This is an optimization exercise on Yosys and OpenROAD, whose aim is small area and a short achievable clock period, not a production implementation. Where RTL was checked, it was by simulation tests only, not by an equivalence proof against the original. No activity file was given, so power comes from the tool's default toggle rates.

Setup of trial 29:
==> flow/design.v (excerpt) <==
module Router #(
	parameter LINK_WIDTH = 8,
	parameter PORTS = 5,
	parameter BUFFER_DEPTH = 4,
	parameter MESH_DIM = 4,
	parameter ROUTER_ID = 5
)(
	input clk,
	input rst,
	output router_out_wr_en_0,
	output router_out_wr_en_1,
	output router_out_wr_en_2,
	output router_out_wr_en_3,
	output router_out_wr_en_4,
	input [LINK_WIDTH-1:0] router_in_flit_0,
	input [LINK_WIDTH-1:0] router_in_flit_1,
	input [LINK_WIDTH-1:0] router_in_flit_2,
	input [LINK_WIDTH-1:0] router_in_flit_3,
	input [LINK_WIDTH-1:0] router_in_flit_4,
	output [LINK_WIDTH-1:0] router_out_flit_0,
	output [LINK_WIDTH-1:0] router_out_flit_1,
	output [LINK_WIDTH-1:0] router_out_flit_2,
	output [LINK_WIDTH-1:0] router_out_flit_3,
	output [LINK_WIDTH-1:0] router_out_flit_4,
	input router_in_wr_en_0,
	input router_in_wr_en_1,
	input router_in_wr_en_2,
	input router_in_wr_en_3,
	input router_in_wr_en_4,
	output reg router_out_full_0,
	output reg router_out_full_1,
	output reg router_out_full_2,
	output reg router_out_full_3,
	output reg router_out_full_4,
	input router_in_ON_OFF_0,
	input router_in_ON_OFF_1,
	input router_in_ON_OFF_2,
	input router_in_ON_OFF_3,
	input router_in_ON_OFF_4
);
Size: about 1300 cells after synthesis, about 250 flip-flops, ~100 I/O pins.
==> flow/config.mk <==
export PLATFORM = sky130hd
export DESIGN_NAME = Router
export DESIGN_NICKNAME = Router
export VERILOG_FILES = /design/flow/design.v
export SDC_FILE = /design/flow/constraint.sdc
export NUM_CORES = 4
export LEC_CHECK = 0
export CAP_MARGIN = 20
export CORE_MARGIN = 2
export CORE_UTILIZATION = 40
export CTS_BUF_LIST = sky130_fd_sc_hd__clkbuf_8
export CTS_CLUSTER_DIAMETER = 60
export CTS_CLUSTER_SIZE = 16
export SETUP_SLACK_MARGIN = 4.4
export SLEW_MARGIN = 20
export SYNTH_HIERARCHICAL = 1
export SYNTH_MINIMUM_KEEP_SIZE = 0
==> flow/constraint.sdc <==
create_clock -name core_clock -period 8.0 [get_ports {clk}]
set_input_delay 1.6000 -clock core_clock [delete_from_list [all_inputs] [get_ports {clk}]]
set_output_delay 1.6000 -clock core_clock [all_outputs]
set_load 0.01 [all_outputs]
standard.sh (not shown) runs the stock make flow with config.mk's settings and CLKGATE_MAP_FILE= SYNTH_SCRIPT=/design/flow/synth_recipe.tcl, a recipe that flattens the netlist after the stock synthesis.
==> flow/flow/run.sh <==
#!/bin/bash
# Standard ORFS layout (the standard.sh), with the port buffers set to a
# plain buffer cell. Each tool's output goes to standard.log.
export BUFFER_PORTS_ARGS="-buffer_cell sky130_fd_sc_hd__buf_2"
bash standard.sh > standard.log 2>&1
Here is what was changed in the inputs of build 5 compared with trial 29.
-- flow/design.v --
<<< trial 29, line 60
wire [4:0] hreq_n [0:4];      
wire [4:0] fv;
wire [4:0] fvn;                
function [4:0] route(input [7:0] f);
	reg [2:0] dx, dy;
>>> build 5, line 60
wire [4:0] hreq_n [0:4];      
wire [4:0] fv;
wire [4:0] fvn;               
function [4:0] route(input [7:0] f);
	reg [2:0] dx, dy;
<<< trial 29, line 83
	assign fv[k] = tt[1];
	wire reload = rd[k] || !tt[1];
	wire [7:0] ld_f  = {8{reload & tt[2]}};
	wire [7:0] in_f  = {8{reload & !tt[2]}};
	wire en0 = rd[k] || !tt[2];
	wire [7:0] sh0 = {8{en0 & tt[3]}};
	wire [7:0] in0 = {8{en0 & !tt[3]}};
	wire en1 = rd[k] || !tt[3];
	wire [7:0] sh1 = {8{en1 & tt[4]}};
	wire [7:0] in1 = {8{en1 & !tt[4]}};
	wire [7:0] fd;
	sel3 #(8) fmux (.h(~(ld_f | in_f)), .s(ld_f), .l(in_f), .a(F[k]), .b(B0[k]), .c(in_flit[k]), .y(fd));
	wire [7:0] b0d, b1d;
	sel3 #(8) b0mux (.h(~(sh0 | in0)), .s(sh0), .l(in0), .a(B0[k]), .b(B1[k]), .c(in_flit[k]), .y(b0d));
	sel3 #(8) b1mux (.h(~(sh1 | in1)), .s(sh1), .l(in1), .a(B1[k]), .b(B2[k]), .c(in_flit[k]), .y(b1d));
	wire fv_n = reload ? (tt[2] || in_wr[k]) : tt[1];
	assign fvn[k] = fv_n;
	assign hr_n[k] = fv_n ? route(fd) : 5'b00000;
	for (o = 0; o < 5; o = o + 1) begin : tr
		assign hreq_n[o][k] = hr_n[k][o];
	end
	always @(posedge clk) begin
		F[k]  <= fd;
		B0[k] <= b0d;
		B1[k] <= b1d;
		if (rd[k] || !tt[4]) B2[k] <= in_flit[k];
	end
	always @(posedge clk) begin
>>> build 5, line 83
	assign fv[k] = tt[1];
	wire reload = rd[k] || !tt[1];
	wire [7:0] nf = tt[2] ? B0[k] : in_flit[k];
	wire nv = tt[2] || in_wr[k];
	assign fvn[k] = reload ? nv : tt[1];
	wire [4:0] r_new = nv ? route(nf) : 5'b00000;
	wire [4:0] r_cur = tt[1] ? route(F[k]) : 5'b00000;
	assign hr_n[k] = reload ? r_new : r_cur;
	for (o = 0; o < 5; o = o + 1) begin : tr
		assign hreq_n[o][k] = hr_n[k][o];
	end
	always @(posedge clk) begin
<<< trial 29, line 115
		else if (rd[k] && !in_wr[k])
			t[k] <= {1'b0, tt[4:2]};
	end
end
>>> build 5, line 99
		else if (rd[k] && !in_wr[k])
			t[k] <= {1'b0, tt[4:2]};
	end
	wire en0 = rd[k] || !tt[2];
	wire [7:0] sh0 = {8{en0 & tt[3]}};
	wire [7:0] in0 = {8{en0 & !tt[3]}};
	wire en1 = rd[k] || !tt[3];
	wire [7:0] sh1 = {8{en1 & tt[4]}};
	wire [7:0] in1 = {8{en1 & !tt[4]}};
	wire [7:0] b0d, b1d;
	sel3 #(8) b0mux (.h(~(sh0 | in0)), .s(sh0), .l(in0), .a(B0[k]), .b(B1[k]), .c(in_flit[k]), .y(b0d));
	sel3 #(8) b1mux (.h(~(sh1 | in1)), .s(sh1), .l(in1), .a(B1[k]), .b(B2[k]), .c(in_flit[k]), .y(b1d));
	always @(posedge clk) begin
		if (reload) F[k] <= nf;
		B0[k] <= b0d;
		B1[k] <= b1d;
		if (rd[k] || !tt[4]) B2[k] <= in_flit[k];
	end
end
==> comparison <==
On area after detailed placement: between trial 29 and build 5, it ends up lower for trial 29. Power: build 5 draws less than trial 29. Trial 29 → build 5: number of signal-net buffers in the layout went down 29; clock network area share picked up an extra 0.58 points. Build 5: number of stages on the worst setup path is 11 lower than what trial 29 reported. Global-route wire length before repair across trial 29 and build 5: no real change. Cmp build 5 vs trial 29: sequential power lower in build 5. Delta (build 5 minus trial 29): post-detailed-routing wire length lost 0.76%; aggregate global-route resource usage fell 1.7 points. Clock buffer count in the final layout in build 5 vs trial 29: up 15%. Summary: with trial 29 as the reference, count of mapped cells out of synthesis in build 5 moved up by a few percent. Build 5 has relative slew slack above what trial 29 had.
Only the layout flow was run in trial 29; the RTL was not checked for function there.

port drivers added, routing unchanged:
Ports are ideal in the flow. The routed layouts listed here were re-timed in OpenROAD.
Step 1, drivers: a clkbuf_16 drives clk and a buf_2 each remaining input, both assumed.
Step 2 also shifts input and output timing later by t, the mid clock arrival at the registers, as if the neighbouring blocks saw the same clock.
Three values: ideal ports, drivers, drivers and shift; two values: the first two.
| run | shift t [ns] | setup slack, ns | worst setup path at the end |
|---|---|---|---|
| trial 29 | 0.629 | 3.676 / 3.663 / 3.033 | input to register |
| build 5 | 0.643 | 4.339 / 4.262 / 3.840 | input to register |
After both steps every run listed still meets setup and hold. The setup slack of trial 29, which loses most, moves by -0.013 ns with the drivers and by -0.643 ns with both steps.
